From an optimization exercise on the open Yosys and OpenROAD flow, aimed at small area; shortcuts taken in it are not production practice.
Function was checked by simulation only, so behaviour that the tests miss may differ from the original.
The flow treats the clock pin as an ideal source. Dropping or thinning the clock tree relies on that and would not hold on a real chip.
No activity file was given, so power comes from the tool's default toggle rates.

## ceas_top
module ceas_top(
	input clock,
	input reset,
	input i_rx_serial,
	input b1,
	input b2,
	input b3,
	output [3:0] digit_select,
	output [6:0] digit_display,
	output led,
	output led2
);
	wire semnal_setare, semnal_setare_a, semnal_stop, semnal_b1, semnal_b2;
	wire load_alarma, load_timp_manual, load_timp_uart;
	wire [4:0] ore_setare_out, ore_counter_out, ore_uart_out;
	wire [5:0] minute_setare_out, minute_counter_out, minute_uart_out;
	control_top C(.clock(clock), .reset(reset), .b1(b1), .b2(b2), .b3(b3),
		.semnal_setare(semnal_setare), .semnal_setare_a(semnal_setare_a),
		.semnal_stop(semnal_stop), .semnal_b1(semnal_b1), .semnal_b2(semnal_b2));
	counter_timp CT(.timp_ore1(ore_setare_out), .timp_minute1(minute_setare_out),
		.timp_ore2(ore_uart_out), .timp_minute2(minute_uart_out),
		.ore(ore_counter_out), .minute(minute_counter_out),
		.load_1(load_timp_manual), .load_2(load_timp_uart), .clock(clock), .reset(reset));
	display D(.minute(minute_counter_out), .ore(ore_counter_out),
		.minute_setare(minute_setare_out), .ore_setare(ore_setare_out),
		.semnal_setare(semnal_setare), .semnal_setare_a(semnal_setare_a),
		.clock(clock), .reset(reset), .digit_select(digit_select), .digit_display(digit_display));
	setare S(.clock(clock), .reset(reset), .semnal_setare(semnal_setare),
		.semnal_setare_a(semnal_setare_a), .semnal_b1(semnal_b1), .semnal_b2(semnal_b2),
		.semnal_stop(semnal_stop), .ore(ore_setare_out), .minute(minute_setare_out),
		.load_alarma(load_alarma), .load_timp(load_timp_manual));
	uart_top U(.reset(reset), .clock(clock), .i_rx_serial(i_rx_serial),
		.minute(minute_uart_out), .ore(ore_uart_out), .load(load_timp_uart));
	alarma_top A(.clock(clock), .reset(reset), .minute_counter(minute_counter_out),
		.ore_counter(ore_counter_out), .load(load_alarma), .minute_setare(minute_setare_out),
		.ore_setare(ore_setare_out), .stop(semnal_stop), .led(led), .led2(led2));
endmodule
export LEC_CHECK = 0
export CAP_MARGIN = 20
export CORE_MARGIN = 2
export CORE_UTILIZATION = 40
export SLEW_MARGIN = 20
create_clock -name core_clock -period 10.0 [get_ports {clock}]
standard.sh (not shown) runs the stock make flow with config.mk's settings and CLKGATE_MAP_FILE= SYNTH_SCRIPT=/design/flow/synth_recipe.tcl, a recipe that flattens the netlist after the stock synthesis.
==> flow/flow/run.sh <==
#!/bin/bash
# Standard layout, except that:
#  - the standard synthesis's combinational logic is re-mapped by ABC for
#    area (several ABC scripts, the smallest result is kept); the
#    flip-flops are kept as they are (same instances, names and cell types);
#  - the ports get buf_1 buffers;
#  - global placement is not timing driven (the 10 ns clock is easy to meet);
#  - the clock tree is built by flow/cts_manual.tcl (a few leaf buffers over
#    k-means groups of flip-flops) in place of TritonCTS.
# Each tool's output goes to its own log file here.
set -euo pipefail
R=orfs/results/sky130hd/ceas_top/base
LIB=$FLOW_HOME/platforms/sky130hd/lib/sky130_fd_sc_hd__tt_025C_1v80.lib
ARGS=("BUFFER_PORTS_ARGS=-buffer_cell sky130_fd_sc_hd__buf_1" GPL_TIMING_DRIVEN=0)
bash standard.sh synth > synth.log 2>&1
cp $R/1_2_yosys.v std_synth.v
remap() {
  mkdir -p remap_$1
  cp std_synth.v remap_$1/in.v
  cp flow/$1.abc remap_$1/area.abc
  sed "s#lib.lib#$LIB#g" flow/remap.ys > remap_$1/remap.ys
  (cd remap_$1 && yosys -s remap.ys > ../remap_$1.log 2>&1) || true
}
remap s0 & remap d0 & remap d1 & remap d2 &
wait
remap d3 & remap d4 & remap d5 & remap d6 &
wait
python3 flow/pick.py $LIB std_synth.v remap_*/out.v > pick.log 2>&1
cp "$(tail -n 1 pick.log)" $R/1_2_yosys.v
rm -f $R/1_synth.odb $R/1_synth.sdc
bash standard.sh place "${ARGS[@]}" > place.log 2>&1
source flow/cts_params.sh
export MCTS_NLEAF MCTS_LEAF MCTS_ROOT
bash standard.sh run RUN_SCRIPT=$PWD/flow/cts_manual.tcl RUN_LOG_NAME_STEM=4_1_cts_manual > cts.log 2>&1
bash standard.sh finish "${ARGS[@]}" > finish.log 2>&1
==> flow/flow/cts_manual.tcl <==
set NLEAF $::env(MCTS_NLEAF)
set LEAF $::env(MCTS_LEAF)
set ROOT $::env(MCTS_ROOT)
source $::env(SCRIPTS_DIR)/load.tcl
erase_non_stage_variables cts
load_design 3_place.odb 3_place.sdc

set db [ord::get_db]
set block [ord::get_db_block]
set clknet [$block findNet clock]
$clknet setSigType CLOCK
set pts {}
foreach it [$clknet getITerms] {
  set inst [$it getInst]
  set bb [$inst getBBox]
  set x [expr {([$bb xMin] + [$bb xMax]) / 2.0}]
  set y [expr {([$bb yMin] + [$bb yMax]) / 2.0}]
  lappend pts [list $it $x $y]
}
set n [llength $pts]
puts "manual cts: $n sinks, $NLEAF leaves of $LEAF, root '$ROOT'"

# k-means, seeded by sorting on x then y
set sorted [lsort -real -index 1 $pts]
set cx {}; set cy {}
for {set k 0} {$k < $NLEAF} {incr k} {
  set p [lindex $sorted [expr {int(($k + 0.5) * $n / $NLEAF)}]]
  lappend cx [lindex $p 1]; lappend cy [lindex $p 2]
}
for {set iter 0} {$iter < 50} {incr iter} {
  set sx [lrepeat $NLEAF 0.0]; set sy [lrepeat $NLEAF 0.0]; set sn [lrepeat $NLEAF 0]
  set assign {}
  foreach p $pts {
    set best 0; set bd 1e30
    for {set k 0} {$k < $NLEAF} {incr k} {
      set dx [expr {[lindex $p 1] - [lindex $cx $k]}]
      set dy [expr {[lindex $p 2] - [lindex $cy $k]}]
      set d [expr {abs($dx) + abs($dy)}]
      if {$d < $bd} { set bd $d; set best $k }
    }
    lappend assign $best
    lset sx $best [expr {[lindex $sx $best] + [lindex $p 1]}]
    lset sy $best [expr {[lindex $sy $best] + [lindex $p 2]}]
    lset sn $best [expr {[lindex $sn $best] + 1}]
  }
  for {set k 0} {$k < $NLEAF} {incr k} {
    if {[lindex $sn $k] > 0} {
      lset cx $k [expr {[lindex $sx $k] / [lindex $sn $k]}]
      lset cy $k [expr {[lindex $sy $k] / [lindex $sn $k]}]
    }
  }
}
puts "manual cts: group sizes $sn"

set leafm [$db findMaster $LEAF]
if {$ROOT ne ""} {
  set rootm [$db findMaster $ROOT]
  set rbuf [odb::dbInst_create $block $rootm clkbuf_root]
  set rnet [odb::dbNet_create $block clknet_root]
  $rnet setSigType CLOCK
  [$rbuf findITerm A] connect $clknet
  [$rbuf findITerm X] connect $rnet
  set sx 0.0; set sy 0.0
  foreach x $cx y $cy { set sx [expr {$sx + $x}]; set sy [expr {$sy + $y}] }
  $rbuf setLocation [expr {int($sx / $NLEAF)}] [expr {int($sy / $NLEAF)}]
  $rbuf setPlacementStatus PLACED
  set src $rnet
} else {
  set src $clknet
}
for {set k 0} {$k < $NLEAF} {incr k} {
  set buf [odb::dbInst_create $block $leafm clkbuf_leaf_$k]
  set net [odb::dbNet_create $block clknet_leaf_$k]
  $net setSigType CLOCK
  [$buf findITerm A] connect $src
  [$buf findITerm X] connect $net
  $buf setLocation [expr {int([lindex $cx $k])}] [expr {int([lindex $cy $k])}]
  $buf setPlacementStatus PLACED
  set i 0
  foreach p $pts a $assign {
    if {$a == $k} {
      set it [lindex $p 0]
      $it disconnect
      $it connect $net
    }
  }
}

set_propagated_clock [all_clocks]
estimate_parasitics -placement
set_placement_padding -global \
  -left $::env(CELL_PAD_IN_SITES_DETAIL_PLACEMENT) \
  -right $::env(CELL_PAD_IN_SITES_DETAIL_PLACEMENT)
detailed_placement
check_placement -verbose
estimate_parasitics -placement
report_clock_skew
report_check_types -max_slew -max_capacitance -violators
report_worst_slack -max
report_worst_slack -min
orfs_write_db $::env(RESULTS_DIR)/4_1_cts.odb
orfs_write_sdc $::env(RESULTS_DIR)/4_cts.sdc
==> flow/flow/cts_params.sh <==
MCTS_NLEAF=4
MCTS_LEAF=sky130_fd_sc_hd__clkbuf_16
MCTS_ROOT=
Other scripts of this flow, unchanged in this note and not shown: flow/flow/d0.abc, flow/flow/d1.abc, flow/flow/d2.abc, flow/flow/d3.abc, flow/flow/d4.abc, flow/flow/d5.abc, flow/flow/d6.abc, flow/flow/pick.py, flow/flow/remap.ys, flow/flow/s0.abc
The baseline went through all stages and came out clean.
Next try:
--- a/flow/flow/run.sh
+++ b/flow/flow/run.sh
@@ -27,0 +28,4 @@
+remap d7 & remap d8 & remap d9 & remap d10 &
+wait
+remap e0 & remap e1 & remap e2 & remap e3 &
+wait
@@ -33 +37 @@
-export MCTS_NLEAF MCTS_LEAF MCTS_ROOT
+export MCTS_NLEAF MCTS_LEAF MCTS_ROOT MCTS_SLACK
--- a/flow/flow/cts_manual.tcl
+++ b/flow/flow/cts_manual.tcl
@@ -3,0 +4 @@
+set SLACK $::env(MCTS_SLACK)
@@ -51,0 +53,30 @@
+}
+# balance the groups: assign points to centres in order of distance, each
+# centre taking at most CAP points
+set CAP [expr {int(ceil(double($n) / $NLEAF)) + $SLACK}]
+set pairs {}
+set i 0
+foreach p $pts {
+  for {set k 0} {$k < $NLEAF} {incr k} {
+    set d [expr {abs([lindex $p 1] - [lindex $cx $k]) + abs([lindex $p 2] - [lindex $cy $k])}]
+    lappend pairs [list $d $i $k]
+  }
+  incr i
+}
+set assign [lrepeat $n -1]
+set sn [lrepeat $NLEAF 0]
+foreach pr [lsort -real -index 0 $pairs] {
+  lassign $pr d i k
+  if {[lindex $assign $i] >= 0 || [lindex $sn $k] >= $CAP} { continue }
+  lset assign $i $k
+  lset sn $k [expr {[lindex $sn $k] + 1}]
+}
+# recentre each group
+set sx [lrepeat $NLEAF 0.0]; set sy [lrepeat $NLEAF 0.0]
+foreach p $pts a $assign {
+  lset sx $a [expr {[lindex $sx $a] + [lindex $p 1]}]
+  lset sy $a [expr {[lindex $sy $a] + [lindex $p 2]}]
+}
+for {set k 0} {$k < $NLEAF} {incr k} {
+  lset cx $k [expr {[lindex $sx $k] / [lindex $sn $k]}]
+  lset cy $k [expr {[lindex $sy $k] / [lindex $sn $k]}]
==> flow/flow/cts_params.sh (replaced) <==
MCTS_NLEAF=4
MCTS_LEAF=sky130_fd_sc_hd__clkbuf_16
MCTS_ROOT=
MCTS_SLACK=1
==> flow/flow/d10.abc (new file) <==
strash
&get -n
&deepsyn -T 20 -S 10
&put
dch -f
amap
mfs2 -a
strash
&get -n
&deepsyn -T 20 -S 10
&put
dch -f
amap
mfs2 -a
strash
dch -f
amap
topo
==> flow/flow/d7.abc (new file) <==
strash
&get -n
&deepsyn -T 20 -S 7
&put
dch -f
amap
mfs2 -a
strash
&get -n
&deepsyn -T 20 -S 7
&put
dch -f
amap
mfs2 -a
strash
dch -f
amap
topo
==> flow/flow/d8.abc (new file) <==
strash
&get -n
&deepsyn -T 20 -S 8
&put
dch -f
amap
mfs2 -a
strash
&get -n
&deepsyn -T 20 -S 8
&put
dch -f
amap
mfs2 -a
strash
dch -f
amap
topo
==> flow/flow/d9.abc (new file) <==
strash
&get -n
&deepsyn -T 20 -S 9
&put
dch -f
amap
mfs2 -a
strash
&get -n
&deepsyn -T 20 -S 9
&put
dch -f
amap
mfs2 -a
strash
dch -f
amap
topo
==> flow/flow/e0.abc (new file) <==
strash
&get -n
&deepsyn -T 40 -S 0
&put
dch -f
amap
mfs2 -a
strash
dch -f
amap
topo
==> flow/flow/e1.abc (new file) <==
strash
&get -n
&deepsyn -T 40 -S 1
&put
dch -f
amap
mfs2 -a
strash
dch -f
amap
topo
==> flow/flow/e2.abc (new file) <==
strash
&get -n
&deepsyn -T 40 -S 2
&put
dch -f
amap
mfs2 -a
strash
dch -f
amap
topo
==> flow/flow/e3.abc (new file) <==
strash
&get -n
&deepsyn -T 40 -S 3
&put
dch -f
amap
mfs2 -a
strash
dch -f
amap
topo
- die area stays the same
- total power went up by about 0.64%
- cell area does not change
Next try:
==> flow/flow/cts_params.sh (replaced) <==
MCTS_NLEAF=6
MCTS_LEAF=sky130_fd_sc_hd__clkbuf_8
MCTS_ROOT=sky130_fd_sc_hd__clkbuf_4
MCTS_SLACK=0
Outcome: Worst setup slack loses 110 ps; routed wire length goes up by 0.31%; final area is lower by 0.85%; power fell by 3.1%; core utilization fell by 0.19 points; synthesized cell count goes down by 1.0%; combinational power goes down by 27%; die area fell by 0.54%; fmax decreases by 2.5%.
No run of this note takes its clock network from TritonCTS; it comes from the design's own scripts or RTL.

---

## v37
ceas_top again, from the RTL that the note above started with.
## ceas_top
module ceas_top(
	input clock,
	input reset,
	input i_rx_serial,
	input b1,
	input b2,
	input b3,
	output [3:0] digit_select,
	output [6:0] digit_display,
	output led,
	output led2
);
clock: 10.0 ns
lec_check: 0
cap_margin: 20
core_margin: 2
core_utilization: 40
slew_margin: 20
==> flow/flow/run.sh <==
#!/bin/bash
# Standard layout, except that:
#  - the standard synthesis's combinational logic is re-mapped by ABC for
#    area (several ABC scripts, the smallest result is kept); the
#    flip-flops are kept as they are (same instances, names and cell types);
#  - the clock tree uses clkbuf_8 buffers without dummy loads;
#  - the ports get buf_1 buffers.
set -euo pipefail
R=orfs/results/sky130hd/ceas_top/base
LIB=$FLOW_HOME/platforms/sky130hd/lib/sky130_fd_sc_hd__tt_025C_1v80.lib
bash standard.sh synth > synth.log 2>&1
cp $R/1_2_yosys.v std_synth.v
for s in s0 s1 s2 s3; do
  mkdir -p remap_$s
  cp std_synth.v remap_$s/in.v
  cp flow/$s.abc remap_$s/area.abc
  sed "s#lib.lib#$LIB#g" flow/remap.ys > remap_$s/remap.ys
  (cd remap_$s && yosys -s remap.ys > ../remap_$s.log 2>&1) &
done
wait
python3 flow/pick.py $LIB std_synth.v remap_s0/out.v remap_s1/out.v remap_s2/out.v remap_s3/out.v > pick.log 2>&1
cp "$(tail -1 pick.log)" $R/1_2_yosys.v
rm -f $R/1_synth.odb $R/1_synth.sdc
CTS="-sink_clustering_enable -repair_clock_nets -dont_use_dummy_load"
CTS="$CTS $(cat flow/cts_args.txt)"
bash standard.sh finish "CTS_ARGS=$CTS" "BUFFER_PORTS_ARGS=-buffer_cell sky130_fd_sc_hd__buf_1" > finish.log 2>&1
==> flow/flow/cts_args.txt <==
-sink_clustering_size 30 -sink_clustering_max_diameter 100 -buf_list sky130_fd_sc_hd__clkbuf_8
Other scripts of this flow, unchanged in this note and not shown: flow/flow/pick.py, flow/flow/remap.ys, flow/flow/s0.abc, flow/flow/s1.abc, flow/flow/s2.abc, flow/flow/s3.abc
The inputs of v5 differ from those of v37 as listed below.
==> flow/flow/cts_args.txt <==
-sink_clustering_size 40 -sink_clustering_max_diameter 200 -buf_list sky130_fd_sc_hd__clkbuf_16
### Flow results
- v5 ended with more total power per unit cell area than v37.
- Summary of v5 over v37: total vias in the final route neither gained nor lost much, number of filler cells placed in the layout neither gained nor lost much, worst hold slack lost 5.4 ps, routed wire length picked up an extra 60 um.
> inputs changed (v5 -> v44)
==> flow/flow/cts_args.txt <==
-sink_clustering_size 20 -sink_clustering_max_diameter 60 -buf_list sky130_fd_sc_hd__clkbuf_8
### Flow results
- Worst relative slew slack in v44 is 1.5 points lower than in v5
- In v44 relative to v5, power density normalized to cell area had gone down by a little under 10%.
- The global-route wire length before repair of v44 was superior to that of v5.
- v5 and v44 ended up with roughly the same register-to-register slack.
- Diff v5 -> v44: global router's overall resource usage now smaller; switching share of total power increased 1.1 points.
- Of v44 and v5, the run reporting the higher transition time of the tightest slew-check pin was v44.
- v44 vs v5: clock group share of total power down
- | worst hold slack after final layout | v44 vs v5 | 5.4 ps higher |
- Setup slack: v44 vs v5 up 17 ps

---

ceas_top, a different RTL version from the one above (not shown whole).
Size in the first run: roughly 580 cells after synthesis, about 19 I/O pins, roughly 4600 sq um of cells after synthesis.
## ceas_top
module ceas_top(
	input clock,
	input reset,
	input i_rx_serial,
	input b1,
	input b2,
	input b3,
	output [3:0] digit_select,
	output [6:0] digit_display,
	output led,
	output led2
);
	wire semnal_setare, semnal_setare_a, semnal_stop, semnal_b1, semnal_b2;
	wire load_alarma, load_timp_manual, load_timp_uart;
	wire [4:0] ore_setare_out, ore_counter_out, ore_uart_out;
	wire [5:0] minute_setare_out, minute_counter_out, minute_uart_out;
	control_top C(.clock(clock), .reset(reset), .b1(b1), .b2(b2), .b3(b3),
		.semnal_setare(semnal_setare), .semnal_setare_a(semnal_setare_a),
		.semnal_stop(semnal_stop), .semnal_b1(semnal_b1), .semnal_b2(semnal_b2));
	counter_timp CT(.timp_ore1(ore_setare_out), .timp_minute1(minute_setare_out),
		.timp_ore2(ore_uart_out), .timp_minute2(minute_uart_out),
		.ore(ore_counter_out), .minute(minute_counter_out),
		.load_1(load_timp_manual), .load_2(load_timp_uart), .clock(clock), .reset(reset));
	display D(.minute(minute_counter_out), .ore(ore_counter_out),
		.minute_setare(minute_setare_out), .ore_setare(ore_setare_out),
		.semnal_setare(semnal_setare), .semnal_setare_a(semnal_setare_a),
		.clock(clock), .reset(reset), .digit_select(digit_select), .digit_display(digit_display));
	setare S(.clock(clock), .reset(reset), .semnal_setare(semnal_setare),
		.semnal_setare_a(semnal_setare_a), .semnal_b1(semnal_b1), .semnal_b2(semnal_b2),
		.semnal_stop(semnal_stop), .ore(ore_setare_out), .minute(minute_setare_out),
		.load_alarma(load_alarma), .load_timp(load_timp_manual));
	uart_top U(.reset(reset), .clock(clock), .i_rx_serial(i_rx_serial),
		.minute(minute_uart_out), .ore(ore_uart_out), .load(load_timp_uart));
	alarma_top A(.clock(clock), .reset(reset), .minute_counter(minute_counter_out),
  ...
Settings: LEC_CHECK=0, CAP_MARGIN=0, CORE_MARGIN=2, CORE_UTILIZATION=40, SLEW_MARGIN=0; clock period 10.0 ns.
==> flow/flow/run.sh <==
#!/bin/bash
# Standard layout, except that:
#  - the standard synthesis's combinational logic is re-mapped by ABC for
#    area (several ABC scripts, the smallest result is kept); the
#    flip-flops are kept as they are (same instances, names and cell types);
#  - the ports get buf_1 buffers;
#  - global placement is not timing driven (the 10 ns clock is easy to meet);
#  - the clock tree is built by flow/cts_manual.tcl (a few leaf buffers over
#    k-means groups of flip-flops) in place of TritonCTS.
# Each tool's output goes to its own log file here.
set -euo pipefail
R=orfs/results/sky130hd/ceas_top/base
LIB=$FLOW_HOME/platforms/sky130hd/lib/sky130_fd_sc_hd__tt_025C_1v80.lib
ARGS=("BUFFER_PORTS_ARGS=-buffer_cell sky130_fd_sc_hd__buf_1" GPL_TIMING_DRIVEN=0)
bash standard.sh synth > synth.log 2>&1
cp $R/1_2_yosys.v std_synth.v
remap() {
  mkdir -p remap_$1
  cp std_synth.v remap_$1/in.v
  cp flow/$1.abc remap_$1/area.abc
  sed "s#lib.lib#$LIB#g" flow/remap.ys > remap_$1/remap.ys
  (cd remap_$1 && yosys -s remap.ys > ../remap_$1.log 2>&1) || true
}
remap s0 & remap d0 & remap d1 & remap d2 &
wait
remap d3 & remap d4 & remap d5 & remap d6 &
wait
remap d7 & remap d8 & remap d9 & remap d10 &
wait
remap e0 & remap e1 & remap e2 & remap e3 &
wait
remap d11 & remap d12 & remap d13 & remap d14 &
wait
remap e4 & remap e5 & remap e6 & remap e7 &
wait
python3 flow/pick.py $LIB std_synth.v remap_*/out.v > pick.log 2>&1
cp "$(tail -n 1 pick.log)" $R/1_2_yosys.v
rm -f $R/1_synth.odb $R/1_synth.sdc
bash standard.sh place "${ARGS[@]}" > place.log 2>&1
source flow/cts_params.sh
export MCTS_NLEAF MCTS_LEAF MCTS_ROOT MCTS_SLACK
bash standard.sh run RUN_SCRIPT=$PWD/flow/cts_manual.tcl RUN_LOG_NAME_STEM=4_1_cts_manual > cts.log 2>&1
bash standard.sh finish "${ARGS[@]}" > finish.log 2>&1
==> flow/flow/d11.abc <==
strash
&get -n
&deepsyn -T 20 -S 11
&put
dch -f
amap
mfs2 -a
strash
&get -n
&deepsyn -T 20 -S 11
&put
dch -f
amap
mfs2 -a
strash
dch -f
amap
topo
==> flow/flow/d12.abc <==
strash
&get -n
&deepsyn -T 20 -S 12
&put
dch -f
amap
mfs2 -a
strash
&get -n
&deepsyn -T 20 -S 12
&put
dch -f
amap
mfs2 -a
strash
dch -f
amap
topo
==> flow/flow/d13.abc <==
strash
&get -n
&deepsyn -T 20 -S 13
&put
dch -f
amap
mfs2 -a
strash
&get -n
&deepsyn -T 20 -S 13
&put
dch -f
amap
mfs2 -a
strash
dch -f
amap
topo
==> flow/flow/d14.abc <==
strash
&get -n
&deepsyn -T 20 -S 14
&put
dch -f
amap
mfs2 -a
strash
&get -n
&deepsyn -T 20 -S 14
&put
dch -f
amap
mfs2 -a
strash
dch -f
amap
topo
==> flow/flow/e4.abc <==
strash
&get -n
&deepsyn -T 40 -S 4
&put
dch -f
amap
mfs2 -a
strash
dch -f
amap
topo
==> flow/flow/e5.abc <==
strash
&get -n
&deepsyn -T 40 -S 5
&put
dch -f
amap
mfs2 -a
strash
dch -f
amap
topo
==> flow/flow/e6.abc <==
strash
&get -n
&deepsyn -T 40 -S 6
&put
dch -f
amap
mfs2 -a
strash
dch -f
amap
topo
==> flow/flow/e7.abc <==
strash
&get -n
&deepsyn -T 40 -S 7
&put
dch -f
amap
mfs2 -a
strash
dch -f
amap
topo
Other scripts of this flow, unchanged in this note and not shown: flow/flow/cts_manual.tcl, flow/flow/cts_params.sh, flow/flow/d0.abc, flow/flow/d1.abc, flow/flow/d10.abc, flow/flow/d2.abc, flow/flow/d3.abc, flow/flow/d4.abc, flow/flow/d5.abc, flow/flow/d6.abc, flow/flow/d7.abc, flow/flow/d8.abc, flow/flow/d9.abc, flow/flow/e0.abc, flow/flow/e1.abc, flow/flow/e2.abc, flow/flow/e3.abc, flow/flow/pick.py, flow/flow/remap.ys, flow/flow/s0.abc
The first run finished clean.
Rerun with:
--- a/flow/flow/run.sh
+++ b/flow/flow/run.sh
@@ -30,8 +30,4 @@
 remap e0 & remap e1 & remap e2 & remap e3 &
 wait
-remap d11 & remap d12 & remap d13 & remap d14 &
-wait
-remap e4 & remap e5 & remap e6 & remap e7 &
-wait
 python3 flow/pick.py $LIB std_synth.v remap_*/out.v > pick.log 2>&1
 cp "$(tail -n 1 pick.log)" $R/1_2_yosys.v
removed: flow/flow/d11.abc
removed: flow/flow/d12.abc
removed: flow/flow/d13.abc
removed: flow/flow/d14.abc
removed: flow/flow/e4.abc
removed: flow/flow/e5.abc
removed: flow/flow/e6.abc
removed: flow/flow/e7.abc
=> The new run passed the timing, DRC and antenna checks; total power is higher slightly; register-to-register slack improves by 0.12 ns; critical path depth is lower by 1; first-iteration DRC count is higher by well over a third.
Rerun with:
CAP_MARGIN = 20   (was 0)
SLEW_MARGIN = 20   (was 0)
The changed run completed without violations. Via count went up slightly. Power hardly moves. Worst hold slack gets better by 0.0071 ns. Die area stays the same. Flip-flop and latch count stays the same. Synthesized area stays the same.
No run of this note takes its clock network from TritonCTS; it comes from the design's own scripts or RTL.

## re-timing with driven ports
In the flow no input, the clock included, has a driving cell. The finished layouts below were timed again as built, in two steps.
Step 1, drivers: a clkbuf_16 drives clock and a buf_2 each remaining input, both assumed.
Step 2, shift: input delay + t, output delay - t, t = (earliest + latest rising clock arrival at the registers) / 2. This alone moves slack from input paths to output paths.
a / b / c = ideal ports / drivers / drivers and shift; a / b = the first two.
run	t, ns	setup WS [ns]	worst hold slack (ns)	worst setup path after step 2	latest minus earliest clock arrival (ns)
the first run of note 1	0.241	5.722 / 5.789 / 5.547	0.454 / 0.454 / 0.454	input to register	0.034 / 0.035
the second run of note 1	0.242	5.747 / 5.811 / 5.569	0.457 / 0.457 / 0.457	input to register	0.007 / 0.007
the third run of note 1	0.468	5.639 / 5.608 / 5.717	0.438 / 0.438 / 0.438	input to register	0.025 / 0.025
v37	0.396	6.174 / 6.184 / 5.788	0.451 / 0.451 / 0.451	input to register	0.019 / 0.020
v5	0.384	6.157 / 6.173 / 5.789	0.446 / 0.446 / 0.446	input to register	0.013 / 0.014
v44	0.396	6.174 / 6.184 / 5.788	0.451 / 0.451 / 0.451	input to register	0.019 / 0.020
the first run of note 3	0.238	5.077 / 5.128 / 4.889	0.449 / 0.449 / 0.449	input to register	0.019 / 0.019
the second run of note 3	0.242	5.817 / 5.878 / 5.636	0.442 / 0.442 / 0.442	input to register	0.012 / 0.012
the third run of note 3	0.244	5.818 / 5.881 / 5.636	0.449 / 0.449 / 0.449	input to register	0.011 / 0.011
After both steps setup and hold are still met in every run listed.
